This is an optimization exercise on Yosys and OpenROAD, whose aim is small area, a short achievable clock period and few clock cycles, not a production implementation. Where RTL was checked, it was by simulation tests only, not by an equivalence proof against the original. No functional check of the RTL was part of runs 1, 6 and 7.

--- flow/run.sh ---
#!/bin/bash
# Standard layout, except that synthesis leaves the adder cells (fa/ha) to
# abc instead of mapping them first (ADDER_MAP_FILE empty).
set -euo pipefail
bash standard.sh ADDER_MAP_FILE= synth > synth.log 2>&1
bash standard.sh > layout.log 2>&1
--- standard.sh ---
#!/bin/bash
# synth_recipe.tcl (not shown) runs the flow's synth.tcl, then flattens the netlist and writes it again
# the make line also repeats each setting of config.mk as NAME=value (left out here)
make -C /OpenROAD-flow-scripts/flow DESIGN_CONFIG=/design/flow/config.mk WORK_HOME=/design/flow/orfs CLKGATE_MAP_FILE= SYNTH_SCRIPT=/design/flow/synth_recipe.tcl "${@:-finish}"
--- config.mk ---
export PLATFORM = sky130hd
export DESIGN_NAME = Gcd
export DESIGN_NICKNAME = Gcd
export VERILOG_FILES = /design/flow/design.v
export SDC_FILE = /design/flow/constraint.sdc
export NUM_CORES = 4
export LEC_CHECK = 0
export ABC_AREA = 1
export CAP_MARGIN = 20
export CORE_MARGIN = 2
export CORE_UTILIZATION = 40
export PLACE_DENSITY = 0.6
export SLEW_MARGIN = 20
--- constraint.sdc ---
create_clock -name core_clock -period 4.5 [get_ports {clk}]
set_input_delay 0.9000 -clock core_clock [delete_from_list [all_inputs] [get_ports {clk}]]
set_output_delay 0.9000 -clock core_clock [all_outputs]
set_load 0.01 [all_outputs]
--- design.v ---
`timescale 1ns / 1ps
module Gcd(
	input [15:0] d1,
	input [15:0] d2,
	input clk,
	input rst,
	input start,
	output ready,
	output [15:0] gcd,
	output finished_flag
);
reg [15:0] a;
reg [15:0] b;
reg        busy;
function [3:0] enc;
	input [15:0] h;
	begin
		enc[0] = |(h & 16'hAAAA);
		enc[1] = |(h & 16'hCCCC);
		enc[2] = |(h & 16'hF0F0);
		enc[3] = |(h & 16'hFF00);
	end
endfunction
wire [15:0] axb = a ^ b;
wire done = ~|axb | ~|a | ~|b;
assign ready         = ~busy | done;
assign finished_flag = busy & done;
assign gcd           = a | b;
function [15:0] lowbit;
	input [15:0] v;
	reg [15:0] o;
	integer l, i;
	begin
		o = v;
		for (l = 0; l < 4; l = l + 1)
			for (i = 0; i < 16; i = i + 1)
				if ((i >> l) & 1)
					o[i] = o[i] | o[((i >> l) << l) - 1];
		lowbit = v & ~{o[14:0], 1'b0};
	end
endfunction
wire [15:0] p  = a | b;
wire [15:0] lo = lowbit(p);      
wire [15:0] la = lowbit(a);
wire [15:0] lx = lowbit(axb);
wire a_even = ~|(a & lo);    
wire b_even = ~|(b & lo);    
wire [3:0]  tk = enc(lo);
wire [3:0]  ty = enc(la) ^ enc(lx) ^ tk;
wire [4:0]  sd = {1'b0, ty} - {1'b0, tk};
wire [2:0]  s  = sd[3] ? 3'd7 : sd[2:0];
genvar gi;
wire [15:0] ox;
generate
	for (gi = 0; gi < 16; gi = gi + 1) begin : g_ox
		if (gi == 0) begin : g0
			assign ox[gi] = 1'b0;
		end else begin : gn
			assign ox[gi] = |axb[gi-1:0];
		end
	end
endgenerate
reg [15:0] cg, cp;
reg [16:0] cy;
integer li, ii;
always @* begin
	cg = a & ~b;
	cp = ~axb;
	cg[0] = cg[0] | cp[0];    
	for (li = 0; li < 4; li = li + 1)
		for (ii = (2 << li) - 1; ii < 16; ii = ii + (2 << li)) begin
			cg[ii] = cg[ii] | (cp[ii] & cg[ii - (1 << li)]);
			cp[ii] = cp[ii] & cp[ii - (1 << li)];
		end
	for (li = 2; li >= 0; li = li - 1)
		for (ii = 3 * (1 << li) - 1; ii < 16; ii = ii + (2 << li)) begin
			cg[ii] = cg[ii] | (cp[ii] & cg[ii - (1 << li)]);
			cp[ii] = cp[ii] & cp[ii - (1 << li)];
		end
	cy = {cg, 1'b1};
end
wire [15:0] dab_lo = ~axb ^ cy[15:0];
wire        a_lt_b = ~cy[16];
wire [16:0] dab = {a_lt_b, dab_lo};
wire [15:0] dabs = dab[15:0] ^ (ox & {16{a_lt_b}});
wire [15:0] x = a_even ? a : dabs;
wire [15:0] a_step = x >> s;
wire b_take_a = ~a_even & (b_even | a_lt_b);
always @(posedge clk) begin
	if (ready) begin
		a <= d1;
		b <= d2;
	end else begin
		a <= a_step;
		if (b_take_a)
			b <= a;
	end
	if (~rst)
		busy <= 1'b0;
	else if (ready)
		busy <= start;
end
endmodule
==> results of run 1 <==
==> cells in the mapped netlist, types with 2 or more instances <==
library cell / n / area [um^2]
a21oi_1: 20 / 100
and2_1: 2 / 12.5
buf_2: 3 / 15.0
buf_4: 5 / 37.5
clkbuf_1: 6 / 22.5
dfxtp_1: 16 / 320
edfxtp_1: 17 / 510
inv_1: 87 / 327
inv_2: 20 / 75.1
nand2_1: 239 / 897
nand2_2: 17 / 106
nand2_4: 5 / 56.3
nand3_1: 126 / 631
nand3_2: 4 / 40.0
nand3_4: 2 / 35.0
nand3b_1: 10 / 75.1
nand4_1: 15 / 93.8
nor2_1: 64 / 240
nor2_2: 7 / 43.8
nor2_4: 2 / 22.5
nor2_8: 2 / 40.0
nor3_1: 5 / 25.0
nor4_1: 2 / 12.5
o2111ai_1: 2 / 17.5
o211ai_1: 2 / 15.0
o21ai_0: 40 / 200
o21ai_1: 5 / 25.0
xnor2_1: 2 / 17.5
xor2_1: 2 / 17.5
==> through the flow <==
step	instances
after global placement	925
final	933
after CTS	933
after global routing	933
after floorplan	750
after detailed placement	925
==> cell families (layout without fill, tap and decap cells) <==
logic type	count (synthesis)	count (layout)	synth area share
AND/OR/NAND/NOR	505	505	0.558
buffers and inverters	125	172	0.121
other	1	1	0.000888
flip-flops	33	33	0.197
XOR/XNOR	5	5	0.0122
AO/OA/AOI/OAI	81	81	0.111
==> worst register-to-register path, cell delays in order, from the launching register on <==
cell and delay, ns:
edfxtp_1 0.49, nor2_1 0.31, nand2_1 0.17, nor2_2 0.28
inv_2 0.11, nor2_8 0.18, inv_2 0.06, nor4_1 0.36
nor2_1 0.10, nand2_1 0.50, buf_4 0.30, nor2_1 0.05
a21oi_1 0.31, nand4_1 0.17, nand3_1 0.11, nand2_1 0.06
nand2_1 0.06, nand3_1 0.08
==> flip-flops by register name, summed over array words and instances (netlist names) <==
name  count
busy      1
a        16
b        16
==> how the worst max path moves through the flow <==
stage                     slack, ns  from    end
after floorplan                1.62  b[1]  ready
after global placement         0.54  a[0]   a[1]
after detailed placement       0.62  a[0]   a[0]
after CTS                      0.59  a[0]   a[0]
after global routing           0.31  a[0]   a[0]
final                          0.55  a[0]   a[0]
==> per-layer routing <==
layer / track usage / up-vias
met2: 0.409 / 238
met1: 0.424 / 2322
li1: - / 2534
met4: 0.0881 / 0
met5: 0 / -
met3: 0.0328 / 24
==> final cells by class <==
type                       instances  share of cell area
clock buffer                       6              0.0147
clock inverter                     2             0.00683
inverter                         109              0.0830
multi-input combinational        592               0.583
sequential                        33               0.168
tap                              136              0.0344
timing repair buffer              55               0.110
==> run summary, run 1 <==
- Register area: 831 um^2
- Tcrit/Tclk final: 0.877
- DRT met1 WL: around 7600 um
- Setup bufs post-CTS: 0
- Largest stage delay on the critical path: roughly 0.50 ns
- Buffers added on ports: 52
- CP Class: reg2reg
- Core footprint: just over 10000 um^2
- CP endpoint kind: flip-flop
- RR Endpoint: a[0]
- CTS tree: done
- Multi-input logic area: a little under 3000 um^2
- Initial antenna violation count: 0
- WHS Endpoint: b[6]
- Pre-antenna DRT Iters: 7
- DR WL/cell: 16.9 um
- Antenna Cells: 0
- Final Hold Fails: 0
- CP bufs+invs: 3
- WL final: approximately 16000 um
- Largest net degree at the start of global routing: slightly above 50
- Critical path arrival: roughly 4.0 ns
- Vias in the first global route: approximately 4600
- Register-to-Register Path Depth: 17
- Starting density of the core: 0.411
- Syn nets: 785
- GRT overflow: 0
- Sequential fraction of the synthesis area: 0.197
- Clock skew: roughly 0.013 ns
- Gp weighted congestion: a little under 1
- Critical Path, Cell by Cell: nor2_1 > nand2_1 > nor2_2 > inv_2 > nor2_8 > inv_2 > nor4_1 > nor2_1 > nand2_1 > buf_4 > nor2_1 > a21oi_1 > nand4_1 > nand3_1 > nand2_1 > nand2_1 > nand3_1
- CP max stage cell: nand2_1
- Pre-CTS setup slack: approximately 0.62 ns
- Hold Path Origin: a[6]
- Final min period: 3.95 ns
- # DRC: 0
- RSZ-0062 raised after global routing: false
- Mean area per synthesized cell: about 5.6 um^2
- Hold WS: around 0.73 ns
- Highest routed metal layer: met4
- Commonest non-fill, non-tap cells in the layout: 239 x nand2_1, 125 x nand3_1, 87 x inv_1, 64 x nor2_1, 52 x clkdlybuf4s50_1
- Bufs on Longest Clock Path: 2
- Setup TNS: 0 ns
- Final setup viols: 0
- Met3 WL: 1160 um
- Core Util, Final: 0.481
- Ys Warns: 1
- Routed vias/inst: between 5 and 6
- EDFF count, synth: 17
- Synth cell types: 50
- CP max FO: 18
- Die area: 11400 um^2
- First-pass GRT wire length: around 24000 um
- Fin area: just under 5000 um^2
- Worst Hold Class: reg2reg
- Chip width: approximately 110 um
- Max Cap Viol: 0
- Core Rows: 37
- Vias post-DR: 5118
- Max-slew headroom: 0.512
- FMAX: around 250 MHz
- GR Util All Layers: 0.279
- CP delay by family, top: simple AND/OR/NAND/NOR gates
- DR iter-0 viols: slightly above 500
- Worst setup SP type: flip-flop
- Die height: 107 um
- Layout fillers: between 1000 and 1500
- Worst slew pin tran: around 0.73 ns
- Post-route ant nets: 0
- Share of flip-flops with an asynchronous set or reset: 0
- Synth Instances: between 700 and 800
- Nets: approximately 830
- Critical path depth: 17
- WHS Path Cells: 2
- P&R area growth vs syn: 17.1%
- H-tree depth: 2
- Reg clk slew, reported paths: 0.08 ns
- Worst Slack Setup Final: between 0.5 and 0.6 ns
- Status: finished clean
- DR WL met2: between 6000 and 7000 um
- CTS root buffer: clkbuf_8
- Synth Cell Area: 4220 um^2
- Max-slew violation count: 0
- Cts hold-fix bufs: 0
- #FFs+latches synth: 33
- Num CTS Buffers: 5
- Post-DP Area: 4840 um^2
- DP HPWL: 13200 um
- I/O Pins: 53
- Post-cts sizing count: 0
- Main flop type after synthesis: edfxtp_1
- Worst r2r src: a[0]
- Critical path required time: about 4.6 ns
- Critical path's most frequent cell: nand2_1
- Clock Latency Late Sink: around 0.30 ns
- Commonest non-fill, non-tap cell in the layout: nand2_1
- Layout cells sized above 1: 0.0954
- R2R Setup Slk: ~0.55 ns
- CTS sink count: 33
==> run 2: changes to the inputs <==
--- a/design.v
+++ b/design.v
@@ -22,44 +22,36 @@
 	end
 endfunction
 wire [15:0] axb = a ^ b;
-wire done = ~|axb | ~|a | ~|b;
+wire done;
 assign ready         = ~busy | done;
 assign finished_flag = busy & done;
 assign gcd           = a | b;
-function [15:0] lowbit;
+function [15:0] pfx;
 	input [15:0] v;
-	reg [15:0] o;
 	integer l, i;
 	begin
-		o = v;
+		pfx = v;
 		for (l = 0; l < 4; l = l + 1)
 			for (i = 0; i < 16; i = i + 1)
 				if ((i >> l) & 1)
-					o[i] = o[i] | o[((i >> l) << l) - 1];
-		lowbit = v & ~{o[14:0], 1'b0};
+					pfx[i] = pfx[i] | pfx[((i >> l) << l) - 1];
 	end
 endfunction
+wire [15:0] pp = pfx(a | b);
+wire [15:0] pa = pfx(a);
+wire [15:0] px = pfx(axb);
 wire [15:0] p  = a | b;
-wire [15:0] lo = lowbit(p);      
-wire [15:0] la = lowbit(a);
-wire [15:0] lx = lowbit(axb);
+assign done = ~px[15] | ~pa[15] | ~|b;
+wire [15:0] lo = p & ~{pp[14:0], 1'b0};      
+wire [15:0] la = a & ~{pa[14:0], 1'b0};
+wire [15:0] lx = axb & ~{px[14:0], 1'b0};
 wire a_even = ~|(a & lo);    
 wire b_even = ~|(b & lo);    
 wire [3:0]  tk = enc(lo);
 wire [3:0]  ty = enc(la) ^ enc(lx) ^ tk;
 wire [4:0]  sd = {1'b0, ty} - {1'b0, tk};
 wire [2:0]  s  = sd[3] ? 3'd7 : sd[2:0];
-genvar gi;
-wire [15:0] ox;
-generate
-	for (gi = 0; gi < 16; gi = gi + 1) begin : g_ox
-		if (gi == 0) begin : g0
-			assign ox[gi] = 1'b0;
-		end else begin : gn
-			assign ox[gi] = |axb[gi-1:0];
-		end
-	end
-endgenerate
+wire [15:0] ox = {px[14:0], 1'b0};
 reg [15:0] cg, cp;
 reg [16:0] cy;
 integer li, ii;
--- a/config.mk
+++ b/config.mk
@@ -10,4 +10,5 @@
 export CORE_MARGIN = 2
 export CORE_UTILIZATION = 40
 export PLACE_DENSITY = 0.6
+export SETUP_SLACK_MARGIN = 0
 export SLEW_MARGIN = 20
==> run summary, run 2 <==
- Worst Slack Setup Final: around 0.83 ns
- First-pass GRT wire length: ~22000 um
- Reg clk slew, reported paths: approximately 0.070 ns
- Gp weighted congestion: between 0.9 and 1
- Core Rows: 37
- Tcrit/Tclk final: 0.815
- Synth Instances: 739
- H-tree depth: 2
- RR Endpoint: a[0]
- Post-cts sizing count: 0
- Largest net degree at the start of global routing: 30
- Global route hottest layer: met2
- Share of flip-flops with an asynchronous set or reset: 0
- Max-slew headroom: 0.500
- Register-to-Register Path Depth: 20
- Cts hold-fix bufs: 0
- Core footprint: a little over 10000 um^2
- Final Hold Fails: 0
- Met3 global-route usage: 0.0231
- Synth cell types: 44
- Critical path required time: 4.65 ns
- EDFF count, synth: 17
- #FFs+latches synth: 33
- CP Launch Point: a[0]
- Num CTS Buffers: 5
- Starting density of the core: 0.410
- Bufs on Longest Clock Path: 2
- Clock skew: around 0.0068 ns
- # DRC: 0
- CTS tree: done
- Syn nets: slightly below 800
- Layout cells sized above 1: 0.0903
- Status: finished clean
- CP Class: reg2reg
- WHS Path Cells: 2
- CP endpoint kind: flip-flop
- Post-route ant nets: 0
- Chip width: about 110 um
- Nets: just over 800
- Pre-CTS setup slack: slightly below 0.9 ns
- Critical Path Sink: a[0]
- CTS root buffer: clkbuf_8
- Worst setup SP type: flip-flop
- Worst Hold Class: reg2reg
- CP max FO: 15
- R2R Setup Slk: 0.83 ns
- DP HPWL: 12000 um
- Die area: 11400 um^2
- Max-slew violation count: 0
- Ranking of synthesized cells by area: nand2_1 21%, nand3_1 14%, edfxtp_1 12%
- GR Util All Layers: 0.248
- Buffers added on ports: 52
- GRT overflow: 0
- Area share of the largest cell type after synthesis: 0.212
- Commonest cells post-synth: 238 x nand2_1, 120 x nand3_1, 80 x inv_1
- Pre-antenna DRT Iters: 5
- I/O Pins: 53
- Max Cap Viol: 0
- Commonest non-fill, non-tap cells in the layout: 238 x nand2_1, 119 x nand3_1, 80 x inv_1, 69 x nor2_1, 52 x clkdlybuf4s50_1
- WL final: 14200 um
- DR iter-0 viols: 417
- Critical path arrival: between 3 and 4 ns
- Synth Cell Area: around 4200 um^2
- Fin area: approximately 4900 um^2
- Final min period: around 3.7 ns
- Core Util, Final: 0.478
- Commonest non-fill, non-tap cell in the layout: nand2_1
- Routed vias/inst: 5.36
- Final setup viols: 0
- Post-DP Area: about 4800 um^2
- Main flop type after synthesis: edfxtp_1
- DR WL/cell: between 15 and 20 um
- Die height: 107 um
- Antenna Cells: 0
- Vias in the first global route: between 4000 and 5000
- Grt met1 use: 0.354
- Vias post-DR: 4939
- Setup bufs post-CTS: 0
- Initial antenna violation count: 0
- Synth area leader: nand2_1
- Biggest regs: a (16), b (16), busy (1)
- Setup TNS: 0 ns
- P&R area growth vs syn: 16.4%
- Worst slew pin tran: between 0.7 and 0.8 ns
- FMAX: 273 MHz
- Top-count cell post-synth: nand2_1
- CTS sink count: 33
- Clock Latency Late Sink: ~0.28 ns
- Ys Warns: 1
- RSZ-0062 raised after global routing: false
- Mean area per synthesized cell: about 5.7 um^2
- Met2 usage: 0.408
- Sequential fraction of the synthesis area: 0.197
- Worst r2r src: a[0]
==> run 2: cell count changes after synthesis, moves of 6 or more <==
cell	previous run	this run
inv_1	87	80
xor2_1	2	10
inv_2	20	13
nor2_4	2	8
nand3_1	126	120
nand3b_1	10	1
==> run 2: area by class of cell <==
class                           instances  area [um^2]
Inverter                               94          353
Sequential cell                        33          831
Tap cell                              136          170
Multi-Input combinational cell        595         2920
Clock inverter                          1         5.00
Timing Repair Buffer                   56          551
Clock buffer                            7         76.3
Fill cell                            1149         5370
==> run 2: worst min path at each step <==
stage	startpoint	endpoint	slack (ns)
2_1_floorplan	a[8]	b[8]	0.63
3_3_place_gp	a[8]	b[8]	0.67
3_5_place_dp	a[1]	b[1]	0.69
4_1_cts	a[8]	b[8]	0.70
5_1_grt	a[8]	b[8]	0.74
6_report	a[1]	b[1]	0.70
==> run 2: cells by family after synthesis <==
kind of cell / count (synthesis) / synth area share
AND/OR/NAND/NOR: 496 / 0.544
buffers and inverters: 111 / 0.111
AO/OA/AOI/OAI: 80 / 0.108
flip-flops: 33 / 0.197
XOR/XNOR: 18 / 0.0392
other: 1 / 0.000890
==> run 2: critical path, stage by stage (launching register included) <==
cell	delay [ns]
edfxtp_1	0.42
nor2_1	0.32
nand2_1	0.17
nor2_4	0.17
nand2_2	0.12
nor2_4	0.29
inv_1	0.07
nor3_1	0.22
nand2_1	0.07
o21ai_0	0.08
nor2_1	0.06
nand2_1	0.43
buf_4	0.30
nand2_1	0.08
o21ai_0	0.15
inv_1	0.12
nand3_1	0.12
nand2_1	0.07
nand2_1	0.07
nand3_1	0.08
nand3_1	0.09
==> run 2: stage by stage <==
step	cells	hold slack, ns
6_report	922	0.699
5_1_grt	922	0.744
4_1_cts	922	0.699
3_5_place_dp	914	0.690
3_3_place_gp	914	0.665
2_1_floorplan	739	0.633
==> run 2: metal layers <==
layer | share of wire | routed length [um]
met1 | 0.47 | 6730
met2 | 0.45 | 6450
met3 | 0.061 | 863
met4 | 0.0097 | 138
met5 | 0 | 0
Testbench counts of run 2, summed over its fixed seeds: cycles 21,359.
==> run 3: changes to the inputs <==
--- a/config.mk
+++ b/config.mk
@@ -10,5 +10,5 @@
 export CORE_MARGIN = 2
 export CORE_UTILIZATION = 40
 export PLACE_DENSITY = 0.6
-export SETUP_SLACK_MARGIN = 0
+export SETUP_SLACK_MARGIN = 1.4
 export SLEW_MARGIN = 20
==> run summary, run 3 <==
- Tcrit/Tclk final: 0.686
- Mean area per synthesized cell: about 5.7 um^2
- Antenna Cells: 0
- Commonest cells post-synth: 238 x nand2_1, 120 x nand3_1, 80 x inv_1
- Core footprint: 10300 um^2
- CP max FO: 15
- I/O Pins: 53
- Biggest regs: a (16), b (16), busy (1)
- Commonest non-fill, non-tap cell in the layout: nand2_1
- Ranking of synthesized cells by area: nand2_1 21%, nand3_1 14%, edfxtp_1 12%
- Final Hold Fails: 0
- Critical path required time: 4.54 ns
- WL final: about 16000 um
- Initial antenna violation count: 0
- Max Cap Viol: 0
- Setup TNS: 0 ns
- Post-DP Area: between 4000 and 5000 um^2
- Commonest non-fill, non-tap cells in the layout: 215 x nand2_1, 103 x nand3_1, 74 x inv_1, 55 x nor2_1, 50 x clkdlybuf4s50_1
- #FFs+latches synth: 33
- Pre-antenna DRT Iters: 5
- Synth cell types: between 40 and 50
- Num CTS Buffers: 5
- Layout cells sized above 1: 0.229
- Synth Cell Area: 4220 um^2
- Synth Instances: about 740
- Largest net degree at the start of global routing: 30
- Worst setup SP type: flip-flop
- GR Util All Layers: 0.253
- DP HPWL: between 10000 and 15000 um
- Buffers added on ports: 52
- P&R area growth vs syn: 36.6%
- Cts hold-fix bufs: 0
- CTS tree: done
- Bufs on Longest Clock Path: 2
- Status: finished clean
- GRT overflow: 0
- Worst Hold Class: reg2reg
- WHS Path Cells: 2
- Critical Path, Cell by Cell: nor2_4 > nand2_2 > nor2_4 > o2111ai_1 > nand2_1 > nor2_1 > inv_1 > nand3_2 > nand2_2 > nand2_2 > nand2_4 > nand2_4 > nand2_8 > buf_12 > nand3b_4 > nand3_1 > nand2_1 > nand2_1 > nand3_1
- Fin area: ~5800 um^2
- Largest stage delay on the critical path: 0.50 ns
- # DRC: 0
- Vias post-DR: between 5000 and 6000
- CTS sink count: 33
- Die height: between 100 and 150 um
- Critical path arrival: roughly 3.1 ns
- DR iter-0 viols: ~420
- CP delay by family, top: simple AND/OR/NAND/NOR gates
- Nets: between 800 and 900
- Clock Latency Late Sink: 0.29 ns
- Routed vias/inst: roughly 5.5
- CP endpoint kind: flip-flop
- EDFF count, synth: 17
- Vias in the first global route: approximately 4500
- Sequential fraction of the synthesis area: 0.197
- CP max stage cell: edfxtp_1
- Pre-CTS setup slack: ~0.88 ns
- Die area: roughly 11000 um^2
- Syn nets: 774
- Core Rows: 37
- Final min period: around 3 ns
- CP Class: reg2reg
- Max-slew headroom: 0.492
- H-tree depth: 2
- Ys Warns: 1
- Clock skew: a little under 0.007 ns
- Critical path depth: 19
- Reg clk slew, reported paths: roughly 0.070 ns
- Inst Count DP: 914
- Register-to-Register Path Depth: 19
- CP bufs+invs: 2
- Synth area leader: nand2_1
- Share of flip-flops with an asynchronous set or reset: 0
- Chip width: roughly 110 um
- Main flop type after synthesis: edfxtp_1
- CTS root buffer: clkbuf_8
- R2R Setup Slk: around 1.4 ns
- Post-route ant nets: 0
- Top-count cell post-synth: nand2_1
- FMAX: 324 MHz
- Max-slew violation count: 0
- Worst slew pin tran: around 0.76 ns
- DR WL/cell: between 15 and 20 um
- Layout Cells excl Fill: 960
- First-pass GRT wire length: 22600 um
- Starting density of the core: 0.410
- Final setup viols: 0
- RSZ-0062 raised after global routing: true
- Gp weighted congestion: 0.906
- Area share of the largest cell type after synthesis: 0.212
- Worst Slack Setup Final: around 1.4 ns
[run 3: cell counts after synthesis]
Identical to the previous run, type by type.
[run 3: layout make-up]
| class | instances | area, um^2 |
|---|---|---|
| timing repair buffer | 91 | 930 |
| clock inverter | 1 | 5.00 |
| fill | 1073 | 4520 |
| multi-input combinational | 598 | 3370 |
| sequential | 33 | 847 |
| inverter | 94 | 362 |
| clock buffer | 7 | 76.3 |
| tap | 136 | 170 |
[run 3: cell families (layout without fill, tap and decap cells)]
logic type | after synthesis | count (layout) | synth area share
AOI/OAI and AO/OA | 80 | 80 | 0.108
buffers and inverters | 111 | 193 | 0.111
and+or+nand+nor | 496 | 499 | 0.544
DFF | 33 | 33 | 0.197
xor gates and xnor gates | 18 | 18 | 0.0392
other | 1 | 1 | 0.000890
[run 3: path summary, 6_finish.rpt]
check,start,end
max,a[0],a[0]
min,a[8],b[8]
max reg2reg,a[0],a[0]
min reg2reg,a[8],b[8]
[run 3: stage by stage]
| stage | hold slack (ns) | util |
|---|---|---|
| 2_1_floorplan | 0.633 | - |
| 3_3_place_gp | 0.665 | 0.470 |
| 3_5_place_dp | 0.690 | 0.470 |
| 4_1_cts | 0.660 | 0.492 |
| 5_1_grt | 0.699 | 0.560 |
| 6_report | 0.670 | 0.560 |
[run 3: timing repair]
| action | 4_1_cts | 5_1_grt |
|---|---|---|
| buffers inserted | 10 | 22 |
| gates resized for setup | 28 | 110 |
| endpoints found under the setup margin | 34 | 34 |
| pin swaps | 3 | 33 |
| cloned | 1 | 5 |
[run 3: routing by layer]
layer | vias up | track usage | part of all wire
met4 | 0 | 0.0566 | 0.021
li1 | 2582 | - | -
met1 | 2450 | 0.358 | 0.44
met3 | 26 | 0.0176 | 0.071
met5 | - | 0 | 0
met2 | 209 | 0.421 | 0.47
[run 3: worst register-to-register path, cell delays in order (launching register included)]
cell and delay, ns:
edfxtp_1 0.50, nor2_4 0.22, nand2_2 0.13, nor2_4 0.19
o2111ai_1 0.19, nand2_1 0.15, nor2_1 0.11, inv_1 0.11
nand3_2 0.08, nand2_2 0.14, nand2_2 0.09, nand2_4 0.11
nand2_4 0.08, nand2_8 0.10, buf_12 0.12, nand3b_4 0.19
nand3_1 0.15, nand2_1 0.06, nand2_1 0.06, nand3_1 0.07
==> run 4: changes to the inputs <==
--- a/config.mk
+++ b/config.mk
@@ -10,5 +10,5 @@
 export CORE_MARGIN = 2
 export CORE_UTILIZATION = 40
 export PLACE_DENSITY = 0.6
-export SETUP_SLACK_MARGIN = 1.4
+export SETUP_SLACK_MARGIN = 0.8
 export SLEW_MARGIN = 20
==> run summary, run 4 <==
- Sequential fraction of the synthesis area: 0.197
- Ranking of synthesized cells by area: nand2_1 21%, nand3_1 14%, edfxtp_1 12%
- Critical path required time: 3.60 ns
- P&R area growth vs syn: 18.7%
- Final Hold Fails: 0
- Die height: approximately 110 um
- Clock skew: ~0.0066 ns
- H-tree depth: 2
- Core Rows: 37
- Layout cells sized above 1: 0.109
- Biggest regs: a (16), b (16), busy (1)
- Worst Hold Class: reg2reg
- Max-slew headroom: 0.492
- DRT met1 WL: about 6800 um
- Starting density of the core: 0.410
- Pre-antenna DRT Iters: 5
- DR iter-0 viols: 419
- Tcrit/Tclk final: 0.784
- Layout fillers: around 1100
- Vias in the first global route: between 4000 and 5000
- # DRC: 0
- CP Class: reg2out
- CTS root buffer: clkbuf_8
- GRT overflow: 0
- Commonest non-fill, non-tap cells in the layout: 237 x nand2_1, 119 x nand3_1, 79 x inv_1, 66 x nor2_1, 52 x clkdlybuf4s50_1
- Worst slew pin tran: about 0.76 ns
- Highest routed metal layer: met4
- #FFs+latches synth: 33
- Core footprint: between 10000 and 15000 um^2
- Ys Warns: 1
- CP endpoint kind: output pin
- Synth Cell Area: around 4200 um^2
- DP HPWL: 12000 um
- Num CTS Buffers: 5
- Core Util, Final: 0.487
- CTS tree: done
- Reg clk slew, reported paths: about 0.07 ns
- EDFF count, synth: 17
- Nets: 831
- Commonest cells post-synth: 238 x nand2_1, 120 x nand3_1, 80 x inv_1
- Clock Latency Late Sink: slightly below 0.3 ns
- Top-count cell post-synth: nand2_1
- Final setup viols: 0
- Bufs on Longest Clock Path: 2
- Area share of the largest cell type after synthesis: 0.212
- FMAX: roughly 280 MHz
- Routed vias/inst: about 5.4
- Share of flip-flops with an asynchronous set or reset: 0
- CP max FO: 29
- Synth area leader: nand2_1
- Max-slew violation count: 0
- CTS sink count: 33
- DR WL met2: 6570 um
- Syn nets: around 770
- First-pass GRT wire length: 22100 um
- Setup TNS: 0 ns
- Die area: about 11000 um^2
- RSZ-0062 raised after global routing: false
- Vias post-DR: ~5000
- Mean area per synthesized cell: 5.70 um^2
- Max Cap Viol: 0
- Largest net degree at the start of global routing: 30
- Antenna Cells: 0
- Buffers added on ports: 52
- Critical path arrival: roughly 2.6 ns
- DR WL/cell: around 15 um
- Initial antenna violation count: 0
- Main flop type after synthesis: edfxtp_1
- GR Util All Layers: 0.248
- Commonest non-fill, non-tap cell in the layout: nand2_1
- WL final: around 14000 um
- Final min period: ~3.5 ns
- Chip width: between 100 and 150 um
- Synth Instances: about 740
- Status: finished clean
- Met3 WL: ~870 um
- Synth cell types: 44
- Worst setup SP type: flip-flop
- Gp weighted congestion: approximately 0.91
- Post-route ant nets: 0
- I/O Pins: 53
-- run 4: cell counts after synthesis --
No cell type changed its count.
-- run 4: final cells by class --
type,count,area [um^2],area share
clock buffer,7,76.3,0.0153
sequential,33,831,0.166
inverter,94,353,0.0705
timing repair buffer,67,637,0.127
multi-input combinational,595,2930,0.586
clock inverter,1,5.00,0.00100
tap,136,170,0.0340
-- run 4: through the flow --
step	std cells	setup WS [ns]	hold slack (ns)	instance area, um^2
2_1_floorplan	739	1.78	0.633	4220
3_3_place_gp	914	0.800	0.665	4830
3_5_place_dp	914	0.876	0.690	4830
4_1_cts	922	0.867	0.699	4910
5_1_grt	933	0.815	0.744	5000
6_report	933	0.973	0.712	5000
-- run 4: worst paths after layout --
check	end	slack, ns	depth (start not counted)	start
worst max register to register	a[8]	1.12	17	a[0]
worst min register to register	b[5]	0.71	2	a[5]
worst min-delay path	b[5]	0.71	2	a[5]
worst max-delay path	ready	0.97	11	b[15]
-- run 4: repair_timing --
action	CTS	global route
hold buffers	0	0
resized for setup	0	6
setup buffers	0	11
endpoints found under the setup margin	0	34
-- run 4: cell families after synthesis --
kind of cell | after synthesis | share of synthesized area
compound gates | 80 | 0.108
simple gates | 496 | 0.544
flops | 33 | 0.197
xor+xnor | 18 | 0.0392
buf+inv | 111 | 0.111
other cells | 1 | 0.000890
-- run 4: routing by layer --
metal	vias to the layer above	track usage
met5	-	0
met4	0	0.0492
met3	12	0.0231
met2	170	0.408
met1	2316	0.354
li1	2519	-
-- run 4: critical path, stage by stage (launching register included) --
cell             delay [ns]
edfxtp_1               0.42
inv_1                  0.12
nor2_1                 0.07
nor2_1                 0.20
inv_1                  0.12
nor2_1                 0.13
nand2_1                0.08
nor2_1                 0.13
nand2_1                0.15
nand3_2                0.12
buf_6                  0.21
clkdlybuf4s50_1        0.57
==> run 5: changes to the inputs <==
==> design.v (replaced) <==
`timescale 1ns / 1ps
module Gcd(
	input [15:0] d1,
	input [15:0] d2,
	input clk,
	input rst,
	input start,
	output ready,
	output [15:0] gcd,
	output finished_flag
);
reg [15:0] a;
reg [15:0] b;
reg        busy;
function [15:0] pfx;
	input [15:0] v;
	integer l, i;
	begin
		pfx = v;
		for (l = 0; l < 4; l = l + 1)
			for (i = 0; i < 16; i = i + 1)
				if ((i >> l) & 1)
					pfx[i] = pfx[i] | pfx[((i >> l) << l) - 1];
	end
endfunction
function [3:0] enc;
	input [15:0] h;
	begin
		enc[0] = |(h & 16'hAAAA);
		enc[1] = |(h & 16'hCCCC);
		enc[2] = |(h & 16'hF0F0);
		enc[3] = |(h & 16'hFF00);
	end
endfunction
wire [15:0] axb = a ^ b;
wire [15:0] p   = a | b;
wire [15:0] pp  = pfx(p);
wire [15:0] px  = pfx(axb);
wire done = ~px[15] | ~|a | ~|b;
assign ready         = ~busy | done;
assign finished_flag = busy & done;
assign gcd           = a | b;
wire [15:0] lo = p & ~{pp[14:0], 1'b0};      
wire [15:0] lx = axb & ~{px[14:0], 1'b0};    
wire b_even = ~|(b & lo);                    
wire [3:0] s = enc(lx) - enc(lo);
reg [15:0] cg, cp;
integer li, ii;
always @* begin
	cg = a & ~b;
	cp = ~axb;
	cg[0] = cg[0] | cp[0];    
	for (li = 0; li < 4; li = li + 1)
		for (ii = (2 << li) - 1; ii < 16; ii = ii + (2 << li)) begin
			cg[ii] = cg[ii] | (cp[ii] & cg[ii - (1 << li)]);
			cp[ii] = cp[ii] & cp[ii - (1 << li)];
		end
	for (li = 2; li >= 0; li = li - 1)
		for (ii = 3 * (1 << li) - 1; ii < 16; ii = ii + (2 << li)) begin
			cg[ii] = cg[ii] | (cp[ii] & cg[ii - (1 << li)]);
			cp[ii] = cp[ii] & cp[ii - (1 << li)];
		end
end
wire [15:0] dab    = ~axb ^ {cg[14:0], 1'b1};
wire        a_lt_b = ~cg[15];
wire [15:0] dabs   = dab ^ ({px[14:0], 1'b0} & {16{a_lt_b}});
wire [15:0] a_step   = dabs >> s;
wire        b_take_a = b_even | a_lt_b;
always @(posedge clk) begin
	if (ready) begin
		a <= d1;
		b <= d2;
	end else begin
		a <= a_step;
		if (b_take_a)
			b <= a;
	end
	if (~rst)
		busy <= 1'b0;
	else if (ready)
		busy <= start;
end
endmodule
==> run summary, run 5 <==
- CP endpoint kind: output pin
- Tcrit/Tclk final: 0.768
- Initial antenna violation count: 0
- Die height: ~100 um
- Layout Cells excl Fill: between 800 and 900
- Worst Hold Class: reg2reg
- Top-count cell post-synth: nand2_1
- Starting density of the core: 0.407
- CTS sink count: 33
- CP Launch Point: b[7]
- P&R area growth vs syn: 17.9%
- Main flop type after synthesis: dfxtp_1
- CP max stage cell: clkdlybuf4s50_1
- Max-slew headroom: 0.589
- Max-slew violation count: 0
- Num CTS Buffers: 5
- Critical path's most frequent cell: nor2_1
- Final min period: between 3 and 4 ns
- Synth area leader: nand2_1
- Vias post-DR: 4456
- Worst slew pin tran: 0.608 ns
- First-pass GRT wire length: around 21000 um
- H-tree depth: 2
- Critical path arrival: ~2.6 ns
- Hold Path Origin: a[6]
- Status: finished clean
- Chip width: 103 um
- RR Endpoint: b[15]
- Core Rows: 36
- Routed vias/inst: just over 5
- Nets: roughly 800
- Reg clk slew, reported paths: approximately 0.080 ns
- DR WL/cell: 14.6 um
- Commonest non-fill, non-tap cell in the layout: nand2_1
- Area share of the largest cell type after synthesis: 0.245
- Final Hold Fails: 0
- FMAX: 289 MHz
- Max Cap Viol: 0
- Antenna Cells: 0
- Final setup viols: 0
- Clock skew: around 0.0074 ns
- WL final: 12800 um
- #FFs+latches synth: 33
- WHS Path Cells: 2
- Synth Instances: 693
- GRT overflow: 0
- Worst setup SP type: flip-flop
- RSZ-0062 raised after global routing: false
- Register-to-Register Path Depth: 11
- Sequential fraction of the synthesis area: 0.208
- Bufs on Longest Clock Path: 2
- Largest stage delay on the critical path: approximately 0.57 ns
- # DRC: 0
- Multi-input logic area: 2670 um^2
- Vias in the first global route: between 4000 and 5000
- CTS tree: done
- Syn nets: approximately 730
- Register area: 821 um^2
- Largest net degree at the start of global routing: 54
- Synth cell types: 43
- Ys Warns: 1
- Mean area per synthesized cell: about 5.7 um^2
- Pre-antenna DRT Iters: 4
- Synth Cell Area: 3940 um^2
- Gp weighted congestion: approximately 0.93
- Commonest cells post-synth: 257 x nand2_1, 106 x nand3_1, 84 x inv_1
- DR iter-0 viols: 271
- Die area: about 11000 um^2
- Commonest non-fill, non-tap cells in the layout: 257 x nand2_1, 105 x nand3_1, 84 x inv_1, 57 x nor2_1, 52 x clkdlybuf4s50_1
- Setup bufs post-CTS: 0
- CTS root buffer: clkbuf_8
- Post-route ant nets: 0
- Inst Count DP: between 800 and 900
- Cts hold-fix bufs: 0
- Share of flip-flops with an asynchronous set or reset: 0
- CP max FO: 13
- Critical Path, Cell by Cell: nor2_1 > nor2_2 > nor2_1 > nand2_2 > nor2_4 > nand2_1 > a21boi_0 > clkdlybuf4s50_1
- Critical path required time: between 3 and 4 ns
- Ranking of synthesized cells by area: nand2_1 24%, nand3_1 13%, edfxtp_1 12%
- R2R Setup Slk: roughly 1.4 ns
- Core footprint: 9680 um^2
- CP Class: reg2out
- Core Util, Final: 0.480
- I/O Pins: 53
- EDFF count, synth: 16
- Post-cts sizing count: 0
- WHS Endpoint: b[6]
- Biggest regs: a (16), b (16), busy (1)
- Worst r2r src: b[7]
- Layout cells sized above 1: 0.105
- Buffers added on ports: 52
- Setup TNS: 0 ns
- Clock Latency Late Sink: roughly 0.29 ns
- GR Util All Layers: 0.256
- Layout fillers: around 1100
- DP HPWL: ~11000 um
run 5: stage by stage:
step | setup slack, ns | area, um^2 | hold slack [ns]
5_1_grt | 0.837 | 4650 | 0.700
3_5_place_dp | 1.37 | 4560 | 0.650
4_1_cts | 1.03 | 4640 | 0.662
3_3_place_gp | 1.38 | 4560 | 0.648
2_1_floorplan | 1.65 | 3940 | 0.604
6_report | 1.04 | 4650 | 0.668
run 5: area by class of cell:
cell class                 count  share of cell area
clock buffer                   6              0.0156
multi-input combinational    551               0.575
inverter                      96              0.0781
sequential                    33               0.177
timing repair buffer          55               0.117
tap                          133              0.0358
clock inverter                 2             0.00215
run 5: logic make-up (layout without fill, tap and decap cells):
logic type | after synthesis | in the layout | synth area share
flops | 33 | 33 | 0.208
buf+inv | 109 | 159 | 0.116
compound gates | 53 | 53 | 0.0797
xor+xnor | 5 | 5 | 0.0111
simple gates | 493 | 493 | 0.585
run 5: how the worst max path moves through the flow:
| stage | end | slack, ns |
|---|---|---|
| final | finished_flag | 1.04 |
| after global routing | finished_flag | 0.84 |
| after CTS | finished_flag | 1.03 |
| after detailed placement | b[12] | 1.37 |
| after global placement | finished_flag | 1.38 |
| after floorplan | ready | 1.65 |
run 5: routing by layer:
metal,wire length (um),vias to the layer above,global-route usage
met3,483,17,0.0343
met2,6290,98,0.470
met4,295,0,0.0668
met1,5720,2030,0.315
met5,0,-,0
li1,-,2311,-
run 5: worst max-delay path: cells and delay by family, from the launching register on:
kind | cells | cell delay, ns
buf+inv | 1 | 0.57
compound gates | 1 | 0.21
flops | 1 | 0.44
simple gates | 6 | 1.04
Testbench counts of run 5, summed over its fixed seeds: cycles 21,896.
==> run 6: changes to the inputs <==
--- a/design.v
+++ b/design.v
@@ -12,6 +12,7 @@
 reg [15:0] a;
 reg [15:0] b;
 reg        busy;
+reg        zero;    
 function [15:0] pfx;
 	input [15:0] v;
 	integer l, i;
@@ -36,7 +37,7 @@
 wire [15:0] p   = a | b;
 wire [15:0] pp  = pfx(p);
 wire [15:0] px  = pfx(axb);
-wire done = ~px[15] | ~|a | ~|b;
+wire done = ~px[15] | zero;
 assign ready         = ~busy | done;
 assign finished_flag = busy & done;
 assign gcd           = a | b;
@@ -70,6 +71,7 @@
 	if (ready) begin
 		a <= d1;
 		b <= d2;
+		zero <= ~|d1 | ~|d2;
 	end else begin
 		a <= a_step;
 		if (b_take_a)
==> run summary, run 6 <==
- Sequential fraction of the synthesis area: 0.209
- Core Rows: 36
- Cts hold-fix bufs: 0
- Register area: 851 um^2
- Layout Cells excl Fill: around 880
- Largest family of logic cells by synthesized area: simple AND/OR/NAND/NOR gates
- Commonest cells post-synth: 240 x nand2_1, 101 x nand3_1, 93 x inv_1
- Chip width: around 100 um
- P&R area growth vs syn: 18.1%
- Worst setup SP type: flip-flop
- Largest net degree at the start of global routing: 32
- DR WL/cell: ~15 um
- Compound-Gate Fraction of Synth Area: 0.0980
- CP Class: reg2out
- EDFF count, synth: 17
- Simple-gate share of the synthesized area: 0.550
- DP HPWL: around 12000 um
- Synth area leader: nand2_1
- Antenna Cells: 0
- Multi-input logic area: 2730 um^2
- # DRC: 0
- Biggest regs: a (16), b (16)
- Commonest non-fill, non-tap cell in the layout: nand2_1
- Share of flip-flops with an asynchronous set or reset: 0
- Top-count cell post-synth: nand2_1
- CP Launch Point: b[7]
- DR iter-0 viols: 309
- Die area: ~11000 um^2
- RSZ-0062 raised after global routing: false
- Pre-antenna DRT Iters: 5
- Routed vias/inst: between 5 and 6
- CTS sink count: 34
- Clock skew: 0.0119 ns
- GR Util All Layers: 0.251
- Area share of the largest cell type after synthesis: 0.221
- Buffers added on ports: 52
- Mux contribution to synthesized area: 0
- Bufs on Longest Clock Path: 2
- Core footprint: ~10000 um^2
- Syn nets: around 740
- Ys Warns: 1
- CP max FO: 31
- Max-slew violation count: 0
- H-tree depth: 2
- Die height: 105 um
- Nets: 785
- Layout fillers: 1106
- GRT overflow: 0
- Final setup viols: 0
- Max-slew headroom: 0.385
- Tcrit/Tclk final: 0.772
- Final min period: roughly 3.5 ns
- Worst Hold Class: reg2reg
- Worst Slack Setup Final: 1.03 ns
- First-pass GRT wire length: around 22000 um
- Num CTS Buffers: 5
- Post-route ant nets: 0
- FMAX: 288 MHz
- Post-synthesis adder-cell area fraction: 0
- Synth Cell Area: 4070 um^2
- CP endpoint kind: output pin
- CTS root buffer: clkbuf_8
- Synth Instances: approximately 700
- #FFs+latches synth: 34
- Mean area per synthesized cell: 5.79 um^2
- Critical path arrival: approximately 2.6 ns
- Initial antenna violation count: 0
- XOR/XNOR Fraction of Synth Area: 0.0194
- Max Cap Viol: 0
- Ranking of synthesized cells by area: nand2_1 22%, edfxtp_1 13%, nand3_1 12%
- Vias in the first global route: 4278
- Critical path required time: 3.60 ns
- Starting density of the core: 0.415
- Worst r2r src: b[7]
- Vias post-DR: 4537
- Commonest non-fill, non-tap cells in the layout: 240 x nand2_1, 101 x nand3_1, 93 x inv_1, 55 x nor2_1, 52 x clkdlybuf4s50_1
- Final Hold Fails: 0
- WL final: ~14000 um
- Synth cell types: 42
- I/O Pins: between 50 and 60
- CTS tree: done
- Main flop type after synthesis: edfxtp_1
- Setup TNS: 0 ns
- Inst Count DP: between 800 and 900
- Hold WS: between 0.6 and 0.7 ns
- Worst slew pin tran: between 0.9 and 1 ns
- Gp weighted congestion: slightly above 0.9
- Reg clk slew, reported paths: roughly 0.080 ns
- Layout cells sized above 1: 0.105
- Clock Latency Late Sink: between 0.2 and 0.3 ns
- Hold Path Origin: a[0]
- Status: finished clean
- Pre-CTS setup slack: ~1.1 ns
-- run 6: cell types whose count changed after synthesis, sizes merged, moves of 4 or more --
cell / change
nor3: +4
o22ai: +4
nand3: -5
a41oi: +4
o21ai: +4
nand2: -16
inv: +13
nand4: -7
-- run 6: timing repair --
action,in CTS,in global routing
setup endpoints to repair,0,2
resized for setup,0,5
setup buffers,0,0
-- run 6: worst paths after layout --
path / endpoint / slack (ns) / cells after the start
max: ready / 1.03 / 9
min: b[0] / 0.65 / 2
min reg2reg: b[0] / 0.65 / 2
max reg2reg: b[3] / 1.21 / 11
-- run 6: cell families after synthesis --
logic type                after synthesis
buffers and inverters                 122
and+or+nand+nor                       471
AOI/OAI and AO/OA                      67
DFF                                    34
xor gates and xnor gates                9
-- run 6: area by class of cell --
class                           instances  share of cell area
Inverter                              108              0.0848
Clock buffer                            6              0.0172
Tap cell                              133              0.0346
Clock inverter                          1             0.00625
Multi-Input combinational cell        547               0.567
Sequential cell                        34               0.177
Timing Repair Buffer                   54               0.113
-- run 6: routing by layer --
metal,share of wire,global-route usage
met1,0.48,0.351
met2,0.44,0.402
met3,0.047,0.0281
met4,0.031,0.0819
met5,0,0
-- run 6: metrics by stage --
stage / cell area, um^2 / utilization
2_1_floorplan: 4070 / -
3_3_place_gp: 4680 / 0.476
3_5_place_dp: 4680 / 0.476
4_1_cts: 4790 / 0.488
5_1_grt: 4810 / 0.490
6_report: 4810 / 0.490
-- run 6: worst max-delay path: stages (launching register included) --
cell and delay, ns:
edfxtp_1 0.47, nor2_2 0.23, nor2_4 0.10, nor2_8 0.10
nand2_2 0.10, nor2_8 0.23, nand2_1 0.13, nand3_1 0.13
buf_8 0.22, clkdlybuf4s50_1 0.57
==> run 7: changes to the inputs <==
--- a/config.mk
+++ b/config.mk
@@ -10,5 +10,5 @@
 export CORE_MARGIN = 2
 export CORE_UTILIZATION = 40
 export PLACE_DENSITY = 0.6
-export SETUP_SLACK_MARGIN = 0.8
+export SETUP_SLACK_MARGIN = 1.2
 export SLEW_MARGIN = 20
==> run summary, run 7 <==
- DR iter-0 viols: slightly above 300
- DR WL/cell: 15.6 um
- Status: finished clean
- Worst setup SP type: flip-flop
- CTS sink count: 34
- Post-route ant nets: 0
- Bufs on Longest Clock Path: 2
- Commonest cells post-synth: 240 x nand2_1, 101 x nand3_1, 93 x inv_1
- CTS tree: done
- Worst Slack Setup Final: 1.40 ns
- Clock skew: around 0.012 ns
- Vias post-DR: roughly 4600
- Syn nets: between 700 and 800
- Vias in the first global route: between 4000 and 5000
- Area share of the largest cell type after synthesis: 0.221
- Ranking of synthesized cells by area: nand2_1 22%, edfxtp_1 13%, nand3_1 12%
- Pre-CTS setup slack: between 1 and 1.5 ns
- CP max FO: 16
- I/O Pins: 53
- Synth Cell Area: between 4000 and 5000 um^2
- Biggest regs: a (16), b (16)
- Sequential fraction of the synthesis area: 0.209
- P&R area growth vs syn: 19.7%
- CP Class: reg2out
- Max Cap Viol: 0
- Routed vias/inst: 5.18
- GR Util All Layers: 0.254
- Inst Count DP: approximately 880
- Layout cells sized above 1: 0.113
- Layout Cells excl Fill: approximately 890
- Synth area leader: nand2_1
- H-tree depth: 2
- Commonest non-fill, non-tap cells in the layout: 239 x nand2_1, 99 x nand3_1, 93 x inv_1, 55 x nor2_1, 50 x clkdlybuf4s50_1
- Synth cell types: 42
- Share of flip-flops with an asynchronous set or reset: 0
- Post-DP Area: around 4700 um^2
- Core Rows: 36
- Mean area per synthesized cell: 5.79 um^2
- Largest net degree at the start of global routing: 18
- Max-slew violation count: 0
- FMAX: between 300 and 400 MHz
- #FFs+latches synth: 34
- CTS root buffer: clkbuf_8
- Chip width: approximately 100 um
- Hold WS: 0.647 ns
- Pre-antenna DRT Iters: 7
- EDFF count, synth: 17
- WL final: about 14000 um
- First-pass GRT wire length: approximately 22000 um
- Core Util, Final: 0.496
- Die area: approximately 11000 um^2
- CP endpoint kind: output pin
- Core footprint: about 9800 um^2
- Die height: 105 um
- Ys Warns: 1
- Worst slew pin tran: 0.595 ns
- Commonest non-fill, non-tap cell in the layout: nand2_1
- Max-slew headroom: 0.600
- Top-count cell post-synth: nand2_1
- Reg clk slew, reported paths: about 0.080 ns
- Gp weighted congestion: slightly above 0.9
- Main flop type after synthesis: edfxtp_1
- Starting density of the core: 0.415
- Critical path required time: ~3.6 ns
- Clock Latency Late Sink: about 0.3 ns
- Num CTS Buffers: 5
- Final min period: 3.10 ns
- Initial antenna violation count: 0
- Fin area: roughly 4900 um^2
- # DRC: 0
- Nets: between 700 and 800
- GRT overflow: 0
- DP HPWL: between 10000 and 15000 um
- Tcrit/Tclk final: 0.689
- Final setup viols: 0
- Setup TNS: 0 ns
- Worst Hold Class: reg2reg
- R2R Setup Slk: around 1.5 ns
- Antenna Cells: 0
- Buffers added on ports: 52
- RSZ-0062 raised after global routing: false
- Synth Instances: between 700 and 800
- Critical path arrival: 2.20 ns
- Final Hold Fails: 0
run 7: critical path, cell delays in order (launching register included):
cell and delay [ns]:
edfxtp_1 0.46, nor2_2 0.23, nor2_4 0.10, nor2_8 0.10, nand2_2 0.10, nor2_8 0.24
nand2_2 0.12, nand3_2 0.13, buf_12 0.15, dlygate4sd2_1 0.27
run 7: cell type report:
cell class | instances | area, um^2
clock buffers | 6 | 82.6
clock inverters | 1 | 30.0
fillers | 1107 | 4940
inverters | 108 | 408
multi-input cells | 547 | 2750
flip-flops and latches | 34 | 851
well taps | 133 | 166
repair buffers | 56 | 586
run 7: cells by family after synthesis:
logic type / count (synthesis) / synth area share
AO/OA/AOI/OAI: 67 / 0.0980
XOR/XNOR: 9 / 0.0194
buffers and inverters: 122 / 0.124
flip-flops: 34 / 0.209
AND/OR/NAND/NOR: 471 / 0.550
run 7: what timing repair did:
action	4_1_cts	5_1_grt
hold buffers	0	0
buffers inserted	1	0
gates cloned	1	0
resized for setup	11	3
setup endpoints to repair	2	29
pin swaps	1	1
endpoints found under the hold margin	0	0
run 7: path summary, 6_finish.rpt:
check             from  depth (start not counted)    end
setup / recovery  b[7]                          9  ready
hold reg to reg   a[0]                          2   b[0]
setup reg to reg  b[3]                         18   a[7]
hold / removal    a[0]                          2   b[0]
run 7: per-layer routing:
metal  track usage  up-vias  wire [um]
met5             0        -          0
met4        0.0819        0        439
met3        0.0299       23        819
met2         0.404      153       6080
met1         0.356     2057       6420
li1              -     2352          -
==> run 8: changes to the inputs <==
--- a/design.v
+++ b/design.v
@@ -12,7 +12,6 @@
 reg [15:0] a;
 reg [15:0] b;
 reg        busy;
-reg        zero;    
 function [15:0] pfx;
 	input [15:0] v;
 	integer l, i;
@@ -37,7 +36,7 @@
 wire [15:0] p   = a | b;
 wire [15:0] pp  = pfx(p);
 wire [15:0] px  = pfx(axb);
-wire done = ~px[15] | zero;
+wire done = ~px[15] | ~|a | ~|b;
 assign ready         = ~busy | done;
 assign finished_flag = busy & done;
 assign gcd           = a | b;
@@ -71,7 +70,6 @@
 	if (ready) begin
 		a <= d1;
 		b <= d2;
-		zero <= ~|d1 | ~|d2;
 	end else begin
 		a <= a_step;
 		if (b_take_a)
--- a/config.mk
+++ b/config.mk
@@ -10,5 +10,5 @@
 export CORE_MARGIN = 2
 export CORE_UTILIZATION = 40
 export PLACE_DENSITY = 0.6
-export SETUP_SLACK_MARGIN = 1.2
+export SETUP_SLACK_MARGIN = 1.6
 export SLEW_MARGIN = 20
==> run summary, run 8 <==
- Status: finished clean
- CP endpoint kind: flip-flop
- # DRC: 0
- Layout fillers: between 900 and 1000
- DR iter-0 viols: between 300 and 400
- Routed vias/inst: about 5.1
- Max Cap Viol: 0
- Worst setup SP type: flip-flop
- DP HPWL: 10600 um
- CP max stage cell: edfxtp_1
- CP max FO: 6
- Vias post-DR: around 4700
- Area share of the largest cell type after synthesis: 0.245
- Commonest non-fill, non-tap cells in the layout: 237 x nand2_1, 95 x nand3_1, 83 x inv_1, 50 x clkdlybuf4s50_1, 49 x nor2_1
- Ranking of synthesized cells by area: nand2_1 24%, nand3_1 13%, edfxtp_1 12%
- Max-slew violation count: 0
- Ys Warns: 1
- Setup TNS: 0 ns
- Critical Path, Cell by Cell: buf_4 > nor2_2 > nor2_2 > nor2_2 > nand2_2 > nor2_4 > buf_6 > nand3_2 > nand2_2 > nor2_4 > nand3_4 > nand2_4 > nand2_4 > nand2_8 > nand2_4 > nand2_4 > nand2_8 > buf_4 > nand3_1 > nand3_1 > nand2_1
- Highest routed metal layer: met4
- DR WL met2: a little under 7000 um
- Chip width: about 100 um
- Biggest regs: a (16), b (16), busy (1)
- I/O Pins: 53
- DR WL/cell: ~15 um
- Final min period: 2.96 ns
- Synth area leader: nand2_1
- Antenna Cells: 0
- CTS tree: done
- Largest net degree at the start of global routing: 54
- Vias in the first global route: between 4000 and 5000
- Die height: ~100 um
- Bufs on Longest Clock Path: 2
- Critical path required time: around 4.7 ns
- Sequential fraction of the synthesis area: 0.208
- Fin area: 5270 um^2
- WHS Path Cells: 2
- Num CTS Buffers: 5
- Inst Count DP: 868
- GRT overflow: 0
- Pre-CTS setup slack: between 1 and 1.5 ns
- Layout Cells excl Fill: about 910
- Met3 WL: around 500 um
- CTS sink count: 33
- Critical path's most frequent cell: nand2_4
- Max-slew headroom: 0.609
- Largest stage delay on the critical path: 0.44 ns
- P&R area growth vs syn: 33.7%
- Mean area per synthesized cell: around 5.7 um^2
- Worst Slack Setup Final: 1.54 ns
- Reg clk slew, reported paths: around 0.080 ns
- Worst slew pin tran: slightly below 0.6 ns
- Post-route ant nets: 0
- H-tree depth: 2
- Post-DP Area: about 4600 um^2
- Register-to-Register Path Depth: 21
- Die area: approximately 11000 um^2
- RSZ-0062 raised after global routing: true
- Main flop type after synthesis: dfxtp_1
- Pre-antenna DRT Iters: 5
- Share of flip-flops with an asynchronous set or reset: 0
- EDFF count, synth: 16
- Initial antenna violation count: 0
- Tcrit/Tclk final: 0.659
- Core Util, Final: 0.544
- #FFs+latches synth: 33
- Core Rows: 36
- GR Util All Layers: 0.259
- Synth Cell Area: around 3900 um^2
- Synth Instances: about 690
- CTS root buffer: clkbuf_8
- Final setup viols: 0
- Critical path arrival: roughly 3.1 ns
- CP Class: reg2reg
- Nets: 815
- Layout cells sized above 1: 0.218
- Clock skew: slightly above 0.007 ns
- Starting density of the core: 0.407
- Synth cell types: 43
- DRT met1 WL: 6020 um
- Worst Hold Class: reg2reg
- Commonest cells post-synth: 257 x nand2_1, 106 x nand3_1, 84 x inv_1
- Gp weighted congestion: 0.935
- Buffers added on ports: 52
- FMAX: 337 MHz
- Clock Latency Late Sink: roughly 0.3 ns
- WL final: about 14000 um
- Core footprint: around 9700 um^2
- Commonest non-fill, non-tap cell in the layout: nand2_1
- First-pass GRT wire length: around 21000 um
- Syn nets: 728
- Final Hold Fails: 0
- Top-count cell post-synth: nand2_1
run 8: changes by cell type after synthesis, sizes merged, moves of 4 or more:
| cell | previous run | this run |
|---|---|---|
| o21ai | 30 | 26 |
| nor3 | 5 | 1 |
| nand4 | 6 | 13 |
| a41oi | 4 | 0 |
| nand2 | 266 | 282 |
| inv | 108 | 95 |
| o22ai | 6 | 2 |
| nand3 | 106 | 111 |
run 8: final cells by class:
class                   count  area, um^2  share of cell area
clock buffers               6        72.6              0.0138
clock inverters             2        10.0             0.00190
inverters                  96         375              0.0712
multi-input cells         552        2970               0.563
flip-flops and latches     33         823               0.156
well taps                 133         166              0.0316
repair buffers             92         856               0.162
run 8: cell families after synthesis:
kind of cell,after synthesis,synth area share
AO/OA/AOI/OAI,53,0.0797
buffers and inverters,109,0.116
AND/OR/NAND/NOR,493,0.585
XOR/XNOR,5,0.0111
flip-flops,33,0.208
run 8: path summary, 6_finish.rpt:
check        startpoint  endpoint  slack (ns)
max                b[7]      a[6]        1.54
min                a[6]      b[6]        0.67
max reg2reg        b[7]      a[6]        1.54
min reg2reg        a[6]      b[6]        0.67
run 8: what timing repair did:
item                                    4_1_cts  5_1_grt
gates resized for setup                      26       71
gates cloned                                  0        2
hold buffers                                  0        0
endpoints found under the setup margin       30       34
pin swaps                                     4       31
setup buffers                                10       26
run 8: layer usage:
layer	vias up	global-route usage
li1	2398	-
met2	117	0.471
met1	2172	0.315
met4	0	0.0729
met5	-	0
met3	19	0.0410
run 8: metrics by stage:
| stage | hold WS, ns |
|---|---|
| after floorplan | 0.604 |
| after global placement | 0.648 |
| after detailed placement | 0.650 |
| after CTS | 0.662 |
| after global routing | 0.700 |
| final | 0.672 |
run 8: worst max-delay path: cells and delay by family (launching register included):
family        cells  cell delay, ns
flops             1            0.44
simple gates     18            1.94
buf+inv           3            0.46
Testbench counts of run 8, summed over its fixed seeds: cycles 21,896.
==> run 9: changes to the inputs <==
--- a/config.mk
+++ b/config.mk
@@ -10,5 +10,5 @@
 export CORE_MARGIN = 2
 export CORE_UTILIZATION = 40
 export PLACE_DENSITY = 0.6
-export SETUP_SLACK_MARGIN = 1.6
+export SETUP_SLACK_MARGIN = 2.0
 export SLEW_MARGIN = 20
==> run summary, run 9 <==
- Status: finished clean
- CP Class: reg2out
- Chip width: just over 100 um
- Register-to-Register Path Depth: 23
- DR iter-0 viols: about 390
- Core footprint: 9680 um^2
- Final Hold Fails: 0
- Post-DP Area: 4560 um^2
- Top-count cell post-synth: nand2_1
- Synth Cell Area: ~3900 um^2
- Tcrit/Tclk final: 0.638
- Mean area per synthesized cell: around 5.7 um^2
- Worst slew pin tran: between 0.5 and 0.6 ns
- Biggest regs: a (16), b (16), busy (1)
- CTS root buffer: clkbuf_8
- H-tree depth: 2
- Gp weighted congestion: ~0.94
- Final min period: approximately 2.9 ns
- R2R Setup Slk: approximately 1.7 ns
- GRT overflow: 0
- FMAX: about 350 MHz
- Critical path required time: around 3.6 ns
- Commonest non-fill, non-tap cell in the layout: nand2_1
- # DRC: 0
- Vias post-DR: between 5000 and 6000
- Critical Path Sink: finished_flag
- CTS sink count: 33
- Area share of the largest cell type after synthesis: 0.245
- Post-route ant nets: 0
- Worst r2r src: b[3]
- Cts hold-fix bufs: 0
- Fin area: around 6700 um^2
- CP endpoint kind: output pin
- Clock Latency Late Sink: approximately 0.30 ns
- WHS Path Cells: 2
- Layout Cells excl Fill: 971
- Starting density of the core: 0.407
- Core Util, Final: 0.692
- Clock skew: roughly 0.0062 ns
- Worst setup SP type: flip-flop
- P&R area growth vs syn: 70.1%
- Num CTS Buffers: 5
- Pre-CTS setup slack: about 1.3 ns
- EDFF count, synth: 16
- Pre-antenna DRT Iters: 5
- Worst Hold Class: reg2reg
- Sequential fraction of the synthesis area: 0.208
- Die height: around 100 um
- Synth area leader: nand2_1
- DR WL/cell: ~17 um
- Routed vias/inst: ~5.5
- Die area: around 11000 um^2
- Antenna Cells: 0
- CP max FO: 5
- Worst Slack Setup Final: between 1.5 and 2 ns
- Critical path arrival: 1.97 ns
- Ys Warns: 1
- Ranking of synthesized cells by area: nand2_1 24%, nand3_1 13%, edfxtp_1 12%
- Reg clk slew, reported paths: approximately 0.08 ns
- DP HPWL: ~11000 um
- Syn nets: between 700 and 800
- Initial antenna violation count: 0
- Nets: a little under 900
- Commonest non-fill, non-tap cells in the layout: 187 x nand2_1, 74 x inv_1, 63 x nand2_2, 62 x buf_4, 61 x nand3_1
- GR Util All Layers: 0.298
- WL final: about 17000 um
- Max Cap Viol: 0
- Synth Instances: between 600 and 700
- I/O Pins: 53
- Synth cell types: 43
- Bufs on Longest Clock Path: 2
- Final setup viols: 0
- RSZ-0062 raised after global routing: true
- Max-slew headroom: 0.594
- Max-slew violation count: 0
- Buffers added on ports: 52
- #FFs+latches synth: 33
- Core Rows: 36
- Layout cells sized above 1: 0.419
- Main flop type after synthesis: dfxtp_1
- Inst Count DP: 866
- Share of flip-flops with an asynchronous set or reset: 0
- Largest net degree at the start of global routing: between 40 and 50
- CP Launch Point: b[14]
- CTS tree: done
- First-pass GRT wire length: approximately 24000 um
- Commonest cells post-synth: 257 x nand2_1, 106 x nand3_1, 84 x inv_1
- Setup TNS: 0 ns
- RR Endpoint: a[7]
- Vias in the first global route: between 5000 and 6000
==> run 9: changes by cell type in the layout (fill, tap and decap cells not counted), moves of 17 or more <==
| cell | previous run | this run |
|---|---|---|
| buf_4 | 31 | 62 |
| nand3_4 | 3 | 23 |
| nand2_4 | 10 | 28 |
| nand3_1 | 95 | 61 |
| nand2_1 | 237 | 187 |
| nand2_2 | 33 | 63 |
| buf_6 | 6 | 23 |
| nor2_1 | 49 | 32 |
==> run 9: critical path, stage by stage (launching register included) <==
cell and delay [ns]:
edfxtp_1 0.44, nor2_2 0.19, inv_2 0.09, nand2_4 0.09
nand2_2 0.10, nor2_4 0.16, inv_2 0.07, nor2_4 0.13
nand2_2 0.09, a21boi_2 0.16, buf_2 0.14
==> run 9: kinds of logic after synthesis <==
kind of cell | after synthesis | share of synthesized area
AOI/OAI and AO/OA | 53 | 0.0797
xor gates and xnor gates | 5 | 0.0111
DFF | 33 | 0.208
and+or+nand+nor | 493 | 0.585
buffers and inverters | 109 | 0.116
==> run 9: layout make-up <==
class                           count  area [um^2]
Tap cell                          133          166
Fill cell                         791         2980
Timing Repair Buffer              148         1470
Clock buffer                        5         68.8
Multi-Input combinational cell    552         3700
Timing Repair inverter              1         11.3
Clock inverter                      3         65.1
Sequential cell                    33          833
Inverter                           96          397
==> run 9: worst min path at each step <==
stage          startpoint     to  slack (ns)
2_1_floorplan       a[15]  b[15]        0.60
3_3_place_gp         busy   a[1]        0.61
3_5_place_dp         busy   a[1]        0.64
4_1_cts             a[11]  b[11]        0.70
5_1_grt              a[5]   b[5]        0.74
6_report            a[11]  b[11]        0.70
==> run 9: what timing repair did <==
action,in CTS,in global routing
gates cloned,4,1
endpoints found under the setup margin,50,55
pin swaps,47,76
resized for setup,157,158
setup buffers,68,24
hold endpoints to repair,0,0
==> run 9: layer usage <==
layer / global-route usage / vias to the layer above / wire [um]
met5: 0 / - / 0
met4: 0.144 / 0 / 1000
met3: 0.0390 / 74 / 1160
met2: 0.522 / 284 / 8280
met1: 0.359 / 2496 / 6520
li1: - / 2515 / -
==> run 9: through the flow <==
step / hold slack, ns
6_report: 0.695
3_5_place_dp: 0.642
4_1_cts: 0.696
3_3_place_gp: 0.615
5_1_grt: 0.745
2_1_floorplan: 0.604

## port drivers added, routing unchanged
The flow's constraints put no driver on any port. The routed layouts listed below were extracted and timed again, unchanged, in two steps. Step 1 sets driving cells, clkbuf_16 on the clock port and buf_2 on the other inputs (assumed; they add their load-dependent delay and slew). Step 2 times the ports against the registers' clock, not the clock port: input delays grow and output delays shrink by t, the midpoint of the rising clock arrivals with the driver on. Slacks: ideal / step 1 / step 2; pairs: ideal / step 1.
run | t, ns | setup WS [ns] | worst hold slack (ns)
run 1 | 0.316 | 0.555 / 0.555 / 0.555 | 0.726 / 0.726 / 0.726
run 2 | 0.312 | 0.833 / 0.814 / 0.833 | 0.699 / 0.699 / 0.699
run 3 | 0.314 | 1.414 / 1.414 / 1.414 | 0.670 / 0.670 / 0.670
run 4 | 0.315 | 0.973 / 0.942 / 1.120 | 0.712 / 0.712 / 0.712
run 5 | 0.319 | 1.043 / 1.012 / 1.331 | 0.668 / 0.668 / 0.668
run 6 | 0.318 | 1.026 / 0.996 / 1.210 | 0.649 / 0.649 / 0.649
run 7 | 0.321 | 1.401 / 1.369 / 1.489 | 0.647 / 0.647 / 0.647
run 8 | 0.323 | 1.536 / 1.536 / 1.536 | 0.672 / 0.672 / 0.672
run 9 | 0.336 | 1.631 / 1.597 / 1.653 | 0.695 / 0.695 / 0.695
After both steps setup and hold are still met in every run listed.
